Context: an optimization exercise on an open-source flow, tuned for small area. The choices shown serve that exercise and are no tape-out recipe. In this exercise RTL edits were held to simulation tests only and were not proved equivalent to the original. The clock input has no modelled driver; a real chip could not lean on it and would need a root buffer or a full tree. No activity file was given, so power comes from the tool's default toggle rates.

== build 3 ==
==> flow/design.v (excerpt) <==
module ATM_top(
    input        clk,         
    input        rst,         
    input  [1:0] mode,
    input  [11:0] keypad,
    input        load,
    output       auth,
    output [2:0] nstate,
    output [6:0] seg,
    output [3:0] an,
    output       dp
);
==> flow/config.mk <==
export PLATFORM = sky130hd
export DESIGN_NAME = ATM_top
export DESIGN_NICKNAME = ATM_top
export VERILOG_FILES = /design/flow/design.v
export SDC_FILE = /design/flow/constraint.sdc
export NUM_CORES = 4
export LEC_CHECK = 0
export ABC_AREA = 1
export CAP_MARGIN = 20
export CORE_MARGIN = 2
export CORE_UTILIZATION = 40
export GPL_TIMING_DRIVEN = 0
export PLACE_DENSITY = 0.8
export SLEW_MARGIN = 20
==> flow/constraint.sdc <==
create_clock -name core_clock -period 10.0 [get_ports {clk}]
set_input_delay 2.0000 -clock core_clock [delete_from_list [all_inputs] [get_ports {clk}]]
set_output_delay 2.0000 -clock core_clock [all_outputs]
set_load 0.01 [all_outputs]
standard.sh (not shown) runs the stock make flow with config.mk's settings and CLKGATE_MAP_FILE= SYNTH_SCRIPT=/design/flow/synth_recipe.tcl, a recipe that flattens the netlist after the stock synthesis.
==> flow/flow/run.sh <==
#!/bin/bash
# Own layout flow: the standard synthesis, then the combinational logic
# between the (unchanged) flip-flops is re-mapped for area with a stronger ABC
# script, then the standard layout with small port buffers and a lighter
# clock tree. Each tool's output goes to a log file in the work folder.
set -euo pipefail
WORK=$(pwd)
FLOWDIR=$WORK/flow
YOSYS=${YOSYS_EXE:-/OpenROAD-flow-scripts/tools/install/yosys/bin/yosys}
R=$WORK/orfs/results/$FLOW_PLATFORM/ATM_top/base

# 1. standard synthesis, unchanged
bash standard.sh synth > $WORK/1_synth_standard.log 2>&1

# 2. re-map the combinational logic (flip-flops kept as they are): ABC's
#    deepsyn with several random seeds and two mappings, in rounds, each round
#    starting from the smallest netlist so far, until a round brings no
#    improvement; keep the smallest
LIBF=$FLOW_HOME/platforms/$FLOW_PLATFORM/lib/sky130_fd_sc_hd__tt_025C_1v80.lib
RM=$WORK/remap
mkdir -p $RM
cp $R/1_2_yosys.v $WORK/1_2_yosys_standard.v
remap_one() {  # round seed map
  local tag=r$1_s$2_m$3 amap="amap"
  [[ $3 == 2 ]] && amap="amap -x"
  echo "strash; &get -n; &deepsyn -T 10 -S $2; &put; dch -f; $amap; topo" > $RM/$tag.abc
  LIB=$LIBF TOP=$FLOW_TOP IN=$RM/in_r$1.v OUT=$RM/$tag.v ABCSCR=$RM/$tag.abc \
  DONT_USE="*lpflow* *probe*" timeout 600 $YOSYS -c $FLOWDIR/remap.tcl > $RM/$tag.log 2>&1 || true
}
export -f remap_one
export RM LIBF FLOW_TOP YOSYS FLOWDIR
best=$WORK/1_2_yosys_standard.v
besta=""
for round in 1 2 3 4 5; do
  prev=$besta
  cp $best $RM/in_r$round.v
  nseed=8; if [[ $round == 1 ]]; then nseed=24; fi
  for seed in $(seq 1 $nseed); do for m in 1 2; do echo "$round $seed $m"; done; done \
    | xargs -P ${NUM_CORES:-4} -L 1 bash -c 'remap_one $0 $1 $2'
  for f in $RM/r${round}_*.v.stat; do
    a=$(awk '/Chip area for module/ {print $NF}' $f)
    echo "$(basename $f .stat) $a" >> $WORK/1_remap_choice.log
  done
  # smallest candidate so far that is proven equivalent to the standard netlist
  for b in $(for f in $RM/r${round}_*.v.stat; do echo "$(awk '/Chip area for module/ {print $NF}' $f) ${f%.stat}"; done | sort -g | cut -d' ' -f2); do
    a=$(awk '/Chip area for module/ {print $NF}' $b.stat)
    if [[ -n "$besta" ]] && ! awk -v a="$a" -v b="$besta" 'BEGIN{exit !(a < b)}'; then break; fi
    if LIB=$LIBF TOP=$FLOW_TOP GOLD=$WORK/1_2_yosys_standard.v GATE=$b \
         timeout 900 $YOSYS -c $FLOWDIR/eq.tcl > $b.eq.log 2>&1; then
      best=$b
      besta=$a
      break
    fi
    echo "$b not proven equivalent" >> $WORK/1_remap_choice.log
  done
  echo "round $round best $best" >> $WORK/1_remap_choice.log
  # stop once a round brings no improvement
  if [[ "$besta" == "$prev" ]]; then break; fi
done
cp $best $WORK/1_2_yosys_remap.v
cp $best $R/1_2_yosys.v
rm -f $R/1_synth.odb $R/1_synth.sdc

# 3. standard floorplan and placement, with small port buffers
export BUFFER_PORTS_ARGS="-buffer_cell sky130_fd_sc_hd__buf_1"
bash standard.sh place > $WORK/2_place_standard.log 2>&1

# 4. clock distribution (flow/clock.tcl) in place of TritonCTS
RESULTS_DIR=$R LIB=$FLOW_HOME/platforms/$FLOW_PLATFORM/lib/sky130_fd_sc_hd__tt_025C_1v80.lib \
PLATFORM_DIR=$FLOW_HOME/platforms/$FLOW_PLATFORM CLOCK_PORT=clk \
CLKBUF_LIST="sky130_fd_sc_hd__clkbuf_4 sky130_fd_sc_hd__buf_6 sky130_fd_sc_hd__clkbuf_8 sky130_fd_sc_hd__buf_8 sky130_fd_sc_hd__buf_12 sky130_fd_sc_hd__clkbuf_16" SLEW_TARGET=0.112 NGROUP=4 \
  ${OPENROAD_EXE:-$FLOW_HOME/../tools/install/OpenROAD/bin/openroad} -no_init -exit $FLOWDIR/clock.tcl > $WORK/3_clock_openroad.log 2>&1

# 5. standard routing and finishing
bash standard.sh finish > $WORK/4_route_standard.log 2>&1
Other scripts of this flow, unchanged in this note and not shown: flow/flow/clock.tcl, flow/flow/eq.tcl, flow/flow/remap.tcl
Per the final summary, build 3 finished and its layout is clean on timing, DRC and antenna.
Setup changes, build 3 to build 67
Settings: CORE_UTILIZATION: 40 -> 55; PLACE_DENSITY: 0.8 -> 0.7.
### Flow results
- Build 67: no failed stages, no open violations at the end
- Row wire length of the first global-routing pass: build 67 lower / build 3 higher
- When build 67 is measured against build 3, its average wire per standard cell turns out about 0.53% lower.
- Clock group share of total power in build 67 is 0.2 points above build 3.
- Y dimension of the die for build 67: 14 um down relative to build 3
- Compared build 67 against build 3; total combinational power within noise.
- Build 3 → build 67: power after layout saw little to no change, number of top-level pins held, period utilization went down 1.4 points, worst setup margin +140 ps, end-of-flow core utilization rose 16 points.
- Taking build 67 as 1.0, build 3 lands at 1.4 on area of the core.
Relative to build 67, the following input files were edited for build 49:
Settings: swapping 0.7 for 0.6 in PLACE_DENSITY; swapping 55 for 40 in CORE_UTILIZATION.
--- a/flow/flow/run.sh
+++ b/flow/flow/run.sh
@@ -17,2 +17 @@
-#    starting from the smallest netlist so far, until a round brings no
-#    improvement; keep the smallest
+#    starting from the smallest netlist so far; keep the smallest
@@ -34,2 +33 @@
-for round in 1 2 3 4 5; do
-  prev=$besta
+for round in 1 2; do
@@ -37 +35 @@
-  nseed=8; if [[ $round == 1 ]]; then nseed=24; fi
+  nseed=24; [[ $round == 2 ]] && nseed=8
@@ -57,2 +54,0 @@
-  # stop once a round brings no improvement
-  if [[ "$besta" == "$prev" ]]; then break; fi
Findings:
- Of build 49 and build 67, it is build 49 that has the lower slew at the pin closest to its max-slew limit.
- Build 49: flow completed, timing, DRC and antenna clean
- Of build 49 and build 67, build 67 shows the lower post-layout total power, with build 49 above it.
- Power in sequential cells: build 49 vs build 67 — no meaningful difference
- Build 49 against build 67; die height is up by more than 10%.
- [compare] base=build 67 new=build 49: headroom to the max-slew limit rose by 7.9 points; areal power density over the cells went up by about 0.9%; summed area of non-filler cells in the final layout rose about 1.3%.
- Compared with build 67, build 49 shows area growth from synthesis to layout higher by 1.4 points.
In every run of this note, the design's own scripts or RTL, not TritonCTS, make the clock network.

========
== v29 ==
ATM_top, a different RTL version from the one above (not shown whole).
Size: ~500 cells after synthesis, roughly 33 I/O pins, roughly 3500 sq um of cells after synthesis.
Design ATM_top, start of the top module:
module ATM_top(
    input        clk,         
    input        rst,         
    input  [1:0] mode,
    input  [11:0] keypad,
    input        load,
    output       auth,
    output [2:0] nstate,
    output [6:0] seg,
    output [3:0] an,
    output       dp
);
clock: 10.0 ns
lec_check: 0
abc_area: 0
cap_margin: 0
core_margin: 2
core_utilization: 40
gpl_timing_driven: 0
place_density: 0.8
slew_margin: 0
==> flow/flow/run.sh <==
#!/bin/bash
# Own layout flow: the standard synthesis, then the combinational logic
# between the (unchanged) flip-flops is re-mapped for area with a stronger ABC
# script, then the standard layout with small port buffers and a lighter
# clock tree. Each tool's output goes to a log file in the work folder.
set -euo pipefail
WORK=$(pwd)
FLOWDIR=$WORK/flow
YOSYS=${YOSYS_EXE:-/OpenROAD-flow-scripts/tools/install/yosys/bin/yosys}
R=$WORK/orfs/results/$FLOW_PLATFORM/ATM_top/base

# 1. standard synthesis, unchanged
bash standard.sh synth > $WORK/1_synth_standard.log 2>&1

# 2. re-map the combinational logic (flip-flops kept as they are): ABC's
#    deepsyn with several random seeds and two mappings, in rounds, each round
#    starting from the smallest netlist so far (round 1 also from a second
#    synthesis with the other ABC script), until a round brings no
#    improvement; keep the smallest
LIBF=$FLOW_HOME/platforms/$FLOW_PLATFORM/lib/sky130_fd_sc_hd__tt_025C_1v80.lib
RM=$WORK/remap
mkdir -p $RM
cp $R/1_2_yosys.v $WORK/1_2_yosys_standard.v
# a second starting point for the search: the same synthesis with the other
# ABC script (same flip-flops; the result is checked against the standard one)
bash standard.sh WORK_HOME=$WORK/orfs_alt ABC_AREA=1 synth > $WORK/1_synth_alt.log 2>&1 || true
ALT=$WORK/orfs_alt/results/$FLOW_PLATFORM/ATM_top/base/1_2_yosys.v
remap_one() {  # round seed map
  local tag=r$1_s$2_m$3 amap="amap" in=$RM/in_r$1.v
  if [[ $3 == 2 || $3 == 4 ]]; then amap="amap -x"; fi
  if [[ $3 -ge 3 ]]; then in=$RM/in_alt.v; fi
  echo "strash; &get -n; &deepsyn -T 10 -S $2; &put; dch -f; $amap; topo" > $RM/$tag.abc
  LIB=$LIBF TOP=$FLOW_TOP IN=$in OUT=$RM/$tag.v ABCSCR=$RM/$tag.abc \
  DONT_USE="*lpflow* *probe*" timeout 600 $YOSYS -c $FLOWDIR/remap.tcl > $RM/$tag.log 2>&1 || true
}
export -f remap_one
export RM LIBF FLOW_TOP YOSYS FLOWDIR ALT
best=$WORK/1_2_yosys_standard.v
besta=""
for round in 1 2 3 4 5; do
  prev=$besta
  cp $best $RM/in_r$round.v
  nseed=8; if [[ $round == 1 ]]; then nseed=24; fi
  maps="1 2"
  if [[ $round == 1 && -s $ALT ]]; then cp $ALT $RM/in_alt.v; maps="1 2 3 4"; fi
  for seed in $(seq 1 $nseed); do for m in $maps; do echo "$round $seed $m"; done; done \
    | xargs -P ${NUM_CORES:-4} -L 1 bash -c 'remap_one $0 $1 $2'
  for f in $RM/r${round}_*.v.stat; do
    a=$(awk '/Chip area for module/ {print $NF}' $f)
    echo "$(basename $f .stat) $a" >> $WORK/1_remap_choice.log
  done
  # smallest candidate so far that is proven equivalent to the standard netlist
  for b in $(for f in $RM/r${round}_*.v.stat; do echo "$(awk '/Chip area for module/ {print $NF}' $f) ${f%.stat}"; done | sort -g | cut -d' ' -f2); do
    a=$(awk '/Chip area for module/ {print $NF}' $b.stat)
    if [[ -n "$besta" ]] && ! awk -v a="$a" -v b="$besta" 'BEGIN{exit !(a < b)}'; then break; fi
    if LIB=$LIBF TOP=$FLOW_TOP GOLD=$WORK/1_2_yosys_standard.v GATE=$b \
         timeout 900 $YOSYS -c $FLOWDIR/eq.tcl > $b.eq.log 2>&1; then
      best=$b
      besta=$a
      break
    fi
    echo "$b not proven equivalent" >> $WORK/1_remap_choice.log
  done
  echo "round $round best $best" >> $WORK/1_remap_choice.log
  # stop once a round brings no improvement
  if [[ "$besta" == "$prev" ]]; then break; fi
done
cp $best $WORK/1_2_yosys_remap.v
cp $best $R/1_2_yosys.v
rm -f $R/1_synth.odb $R/1_synth.sdc

# 3. standard floorplan and placement, with small port buffers
export BUFFER_PORTS_ARGS="-buffer_cell sky130_fd_sc_hd__buf_1"
bash standard.sh place > $WORK/2_place_standard.log 2>&1

# 4. clock distribution (flow/clock.tcl) in place of TritonCTS
RESULTS_DIR=$R LIB=$FLOW_HOME/platforms/$FLOW_PLATFORM/lib/sky130_fd_sc_hd__tt_025C_1v80.lib \
PLATFORM_DIR=$FLOW_HOME/platforms/$FLOW_PLATFORM CLOCK_PORT=clk \
CLKBUF_LIST="sky130_fd_sc_hd__clkbuf_4 sky130_fd_sc_hd__buf_6 sky130_fd_sc_hd__clkbuf_8 sky130_fd_sc_hd__buf_8 sky130_fd_sc_hd__buf_12 sky130_fd_sc_hd__clkbuf_16" SLEW_TARGET=0.112 NGROUP=4 \
  ${OPENROAD_EXE:-$FLOW_HOME/../tools/install/OpenROAD/bin/openroad} -no_init -exit $FLOWDIR/clock.tcl > $WORK/3_clock_openroad.log 2>&1

# 5. standard routing and finishing
bash standard.sh finish > $WORK/4_route_standard.log 2>&1
Other scripts of this flow, unchanged in this note and not shown: flow/flow/clock.tcl, flow/flow/eq.tcl, flow/flow/remap.tcl
Here is what was changed in the inputs of v15 compared with v29.
# v29
export LEC_CHECK = 0
export ABC_AREA = 0
export CAP_MARGIN = 0
export CORE_MARGIN = 2
export CORE_UTILIZATION = 40
export GPL_TIMING_DRIVEN = 0
export PLACE_DENSITY = 0.8
export SLEW_MARGIN = 0
create_clock -name core_clock -period 10.0 [get_ports {clk}]
# v15
export LEC_CHECK = 0
export ABC_AREA = 1
export CAP_MARGIN = 0
export CORE_MARGIN = 2
export CORE_UTILIZATION = 40
export GPL_TIMING_DRIVEN = 0
export PLACE_DENSITY = 0.8
export SLEW_MARGIN = 0
create_clock -name core_clock -period 10.0 [get_ports {clk}]
-- flow/flow/run.sh --
<<< v29, line 15
# 2. re-map the combinational logic (flip-flops kept as they are): ABC's
#    deepsyn with several random seeds and two mappings, in rounds, each round
#    starting from the smallest netlist so far (round 1 also from a second
#    synthesis with the other ABC script), until a round brings no
#    improvement; keep the smallest
>>> v15, line 15
# 2. re-map the combinational logic (flip-flops kept as they are): ABC's
#    deepsyn with several random seeds and three mappings, in rounds, each round
#    starting from the smallest netlist so far, until a round brings no
#    improvement; keep the smallest
<<< v29, line 23
cp $R/1_2_yosys.v $WORK/1_2_yosys_standard.v
# a second starting point for the search: the same synthesis with the other
# ABC script (same flip-flops; the result is checked against the standard one)
bash standard.sh WORK_HOME=$WORK/orfs_alt ABC_AREA=1 synth > $WORK/1_synth_alt.log 2>&1 || true
ALT=$WORK/orfs_alt/results/$FLOW_PLATFORM/ATM_top/base/1_2_yosys.v
remap_one() {  # round seed map
  local tag=r$1_s$2_m$3 amap="amap" in=$RM/in_r$1.v
  if [[ $3 == 2 || $3 == 4 ]]; then amap="amap -x"; fi
  if [[ $3 -ge 3 ]]; then in=$RM/in_alt.v; fi
  echo "strash; &get -n; &deepsyn -T 10 -S $2; &put; dch -f; $amap; topo" > $RM/$tag.abc
  LIB=$LIBF TOP=$FLOW_TOP IN=$in OUT=$RM/$tag.v ABCSCR=$RM/$tag.abc \
  DONT_USE="*lpflow* *probe*" timeout 600 $YOSYS -c $FLOWDIR/remap.tcl > $RM/$tag.log 2>&1 || true
>>> v15, line 22
cp $R/1_2_yosys.v $WORK/1_2_yosys_standard.v
remap_one() {  # round seed map
  local tag=r$1_s$2_m$3 map="dch -f; amap"
  [[ $3 == 2 ]] && map="dch -f; amap -x"
  [[ $3 == 3 ]] && map="dch; amap -x"
  echo "strash; &get -n; &deepsyn -T 10 -S $2; &put; $map; topo" > $RM/$tag.abc
  LIB=$LIBF TOP=$FLOW_TOP IN=$RM/in_r$1.v OUT=$RM/$tag.v ABCSCR=$RM/$tag.abc \
  DONT_USE="*lpflow* *probe*" timeout 600 $YOSYS -c $FLOWDIR/remap.tcl > $RM/$tag.log 2>&1 || true
<<< v29, line 36
export -f remap_one
export RM LIBF FLOW_TOP YOSYS FLOWDIR ALT
best=$WORK/1_2_yosys_standard.v
>>> v15, line 31
export -f remap_one
export RM LIBF FLOW_TOP YOSYS FLOWDIR
best=$WORK/1_2_yosys_standard.v
<<< v29, line 43
  nseed=8; if [[ $round == 1 ]]; then nseed=24; fi
  maps="1 2"
  if [[ $round == 1 && -s $ALT ]]; then cp $ALT $RM/in_alt.v; maps="1 2 3 4"; fi
  for seed in $(seq 1 $nseed); do for m in $maps; do echo "$round $seed $m"; done; done \
    | xargs -P ${NUM_CORES:-4} -L 1 bash -c 'remap_one $0 $1 $2'
>>> v15, line 38
  nseed=8; if [[ $round == 1 ]]; then nseed=24; fi
  for seed in $(seq 1 $nseed); do for m in 1 2 3; do echo "$round $seed $m"; done; done \
    | xargs -P ${NUM_CORES:-4} -L 1 bash -c 'remap_one $0 $1 $2'
--- outcome ---
- Diff v29 -> v15: area of the placeable core ~0 delta; wire length on met3 ~0 delta; register-to-register slack ~0 delta; worst setup slack ~0 delta.
- Residual overflow from global routing: v15 vs v29 identical
- v15 went all the way through synthesis, placement and routing and the layout is clean on timing, DRC and antenna.
The inputs of v20 differ from those of v15 as listed below.
# v15
export LEC_CHECK = 0
export ABC_AREA = 1
export CAP_MARGIN = 0
export CORE_MARGIN = 2
export CORE_UTILIZATION = 40
export GPL_TIMING_DRIVEN = 0
export PLACE_DENSITY = 0.8
export SLEW_MARGIN = 0
create_clock -name core_clock -period 10.0 [get_ports {clk}]
# v20
export LEC_CHECK = 0
export ABC_AREA = 0
export CAP_MARGIN = 0
export CORE_MARGIN = 2
export CORE_UTILIZATION = 40
export GPL_TIMING_DRIVEN = 0
export PLACE_DENSITY = 0.8
export SLEW_MARGIN = 0
create_clock -name core_clock -period 10.0 [get_ports {clk}]
-- flow/flow/run.sh --
<<< v15, line 15
# 2. re-map the combinational logic (flip-flops kept as they are): ABC's
#    deepsyn with several random seeds and three mappings, in rounds, each round
#    starting from the smallest netlist so far, until a round brings no
>>> v20, line 15
# 2. re-map the combinational logic (flip-flops kept as they are): ABC's
#    deepsyn with several random seeds and two mappings, in rounds, each round
#    starting from the smallest netlist so far, until a round brings no
<<< v15, line 23
remap_one() {  # round seed map
  local tag=r$1_s$2_m$3 map="dch -f; amap"
  [[ $3 == 2 ]] && map="dch -f; amap -x"
  [[ $3 == 3 ]] && map="dch; amap -x"
  echo "strash; &get -n; &deepsyn -T 10 -S $2; &put; $map; topo" > $RM/$tag.abc
  LIB=$LIBF TOP=$FLOW_TOP IN=$RM/in_r$1.v OUT=$RM/$tag.v ABCSCR=$RM/$tag.abc \
>>> v20, line 23
remap_one() {  # round seed map
  local tag=r$1_s$2_m$3 amap="amap"
  [[ $3 == 2 ]] && amap="amap -x"
  echo "strash; &get -n; &deepsyn -T 10 -S $2; &put; dch -f; $amap; topo" > $RM/$tag.abc
  LIB=$LIBF TOP=$FLOW_TOP IN=$RM/in_r$1.v OUT=$RM/$tag.v ABCSCR=$RM/$tag.abc \
<<< v15, line 38
  nseed=8; if [[ $round == 1 ]]; then nseed=24; fi
  for seed in $(seq 1 $nseed); do for m in 1 2 3; do echo "$round $seed $m"; done; done \
    | xargs -P ${NUM_CORES:-4} -L 1 bash -c 'remap_one $0 $1 $2'
>>> v20, line 37
  nseed=8; if [[ $round == 1 ]]; then nseed=24; fi
  for seed in $(seq 1 $nseed); do for m in 1 2; do echo "$round $seed $m"; done; done \
    | xargs -P ${NUM_CORES:-4} -L 1 bash -c 'remap_one $0 $1 $2'
Notes after the runs:
v20: done, clean on timing, DRC and antenna. NOTE: transition time of the tightest slew-check pin in v20 exceeds that of v15. For the overall power of the completed layout, v20 came in 85 uW lower than v15 did. Sequential power on v20 is down relative to v15. Going from v15 to v20, count of cell instances traversed by the critical path shrinks by 2. Compared v20 vs v15, and ratio of total power to cell area is down in v20. v20 against v15: logic gate share of total power moved down; final cell area excluding filler cells held steady; synthesized cell count flat.
The following lists how v24 was set up differently from v20:
# v20
export LEC_CHECK = 0
export ABC_AREA = 0
export CAP_MARGIN = 0
export CORE_MARGIN = 2
export CORE_UTILIZATION = 40
export GPL_TIMING_DRIVEN = 0
export PLACE_DENSITY = 0.8
export SLEW_MARGIN = 0
create_clock -name core_clock -period 10.0 [get_ports {clk}]
# v24
export LEC_CHECK = 0
export ABC_AREA = 1
export CAP_MARGIN = 20
export CORE_MARGIN = 2
export CORE_UTILIZATION = 40
export GPL_TIMING_DRIVEN = 0
export PLACE_DENSITY = 0.8
export SLEW_MARGIN = 20
create_clock -name core_clock -period 10.0 [get_ports {clk}]
### Flow results
- v24 supports a higher top clock frequency than v20.
- When the final numbers for v24 and v20 were put side by side, the power per cell area turned out to be greater in v24.
- When the final numbers for v24 and v20 were put side by side, the total met2 wirelength after detailed routing turned out to be greater in v24.
- Setup slack after layout on v24 is up relative to v20.
- Measured against each other, v24 and v20 differ in first-iteration detailed-routing DRC count, the lower figure coming from v24.
- Final cell area excluding filler cells across v24 and v20: no real change.
- Comparing v24 against v20, there is no change at all in initial antenna violation count.
- Clock transition at the register clock pins on the worst setup and hold paths after CTS: v24 < v20
- Diff v20..v24 | number of placed instances with taps included | negligible
For v5, these inputs were changed with respect to v24:
# v24
export LEC_CHECK = 0
export ABC_AREA = 1
export CAP_MARGIN = 20
export CORE_MARGIN = 2
export CORE_UTILIZATION = 40
export GPL_TIMING_DRIVEN = 0
export PLACE_DENSITY = 0.8
export SLEW_MARGIN = 20
create_clock -name core_clock -period 10.0 [get_ports {clk}]
# v5
export LEC_CHECK = 0
export ABC_AREA = 1
export CAP_MARGIN = 0
export CORE_MARGIN = 2
export CORE_UTILIZATION = 40
export GPL_TIMING_DRIVEN = 0
export PLACE_DENSITY = 0.8
export SLEW_MARGIN = 0
create_clock -name core_clock -period 10.0 [get_ports {clk}]
- The part of the total power dissipated in the clock network on v5 is in line with that on v24.
- In terms of part of the total power dissipated in sequential elements, v24 and v5 differ only marginally.
- From v24 to v5 the numbers moved as follows: global-route total usage across every layer did not really move; flip-flop and latch share of the layout cell area flat; hold slack was more or less identical; highest clock frequency the design can meet did not really move.
No run of this note takes its clock network from TritonCTS; it comes from the design's own scripts or RTL.

[static timing again, ports no longer ideal]
The flow's constraints put no driver on any port. The routed layouts listed below were extracted and timed again, unchanged, in two steps.
Step 1 sets driving cells, clkbuf_16 on the clock port and buf_2 on the other inputs (assumed; they add their load-dependent delay and slew).
Step 2 adds t to the input delays and takes it off the output delays; t is the mean of the earliest and latest rising clock arrival at the registers after step 1. Input paths then give back, and output paths get back, about the clock's delay inside the block.
a / b / c = no drivers / after step 1 / after step 2; a / b = the first two.
run	t, ns	setup slack, ns	latest minus earliest clock arrival (ns)
build 3	0.217	2.435 / 2.470 / 2.253	0.011 / 0.011
build 67	0.214	2.574 / 2.611 / 2.397	0.018 / 0.019
build 49	0.204	2.581 / 2.632 / 2.428	0.017 / 0.017
v29	0.220	2.189 / 2.228 / 2.009	0.010 / 0.009
v15	0.220	2.189 / 2.228 / 2.009	0.010 / 0.009
v20	0.192	1.926 / 1.961 / 1.769	0.016 / 0.016
v24	0.220	2.189 / 2.228 / 2.009	0.010 / 0.009
v5	0.220	2.189 / 2.228 / 2.009	0.010 / 0.009
After both steps every run listed still meets setup and hold. For build 3, which loses most, drivers alone change the setup slack by +0.035 ns; drivers and shift together by -0.182 ns.
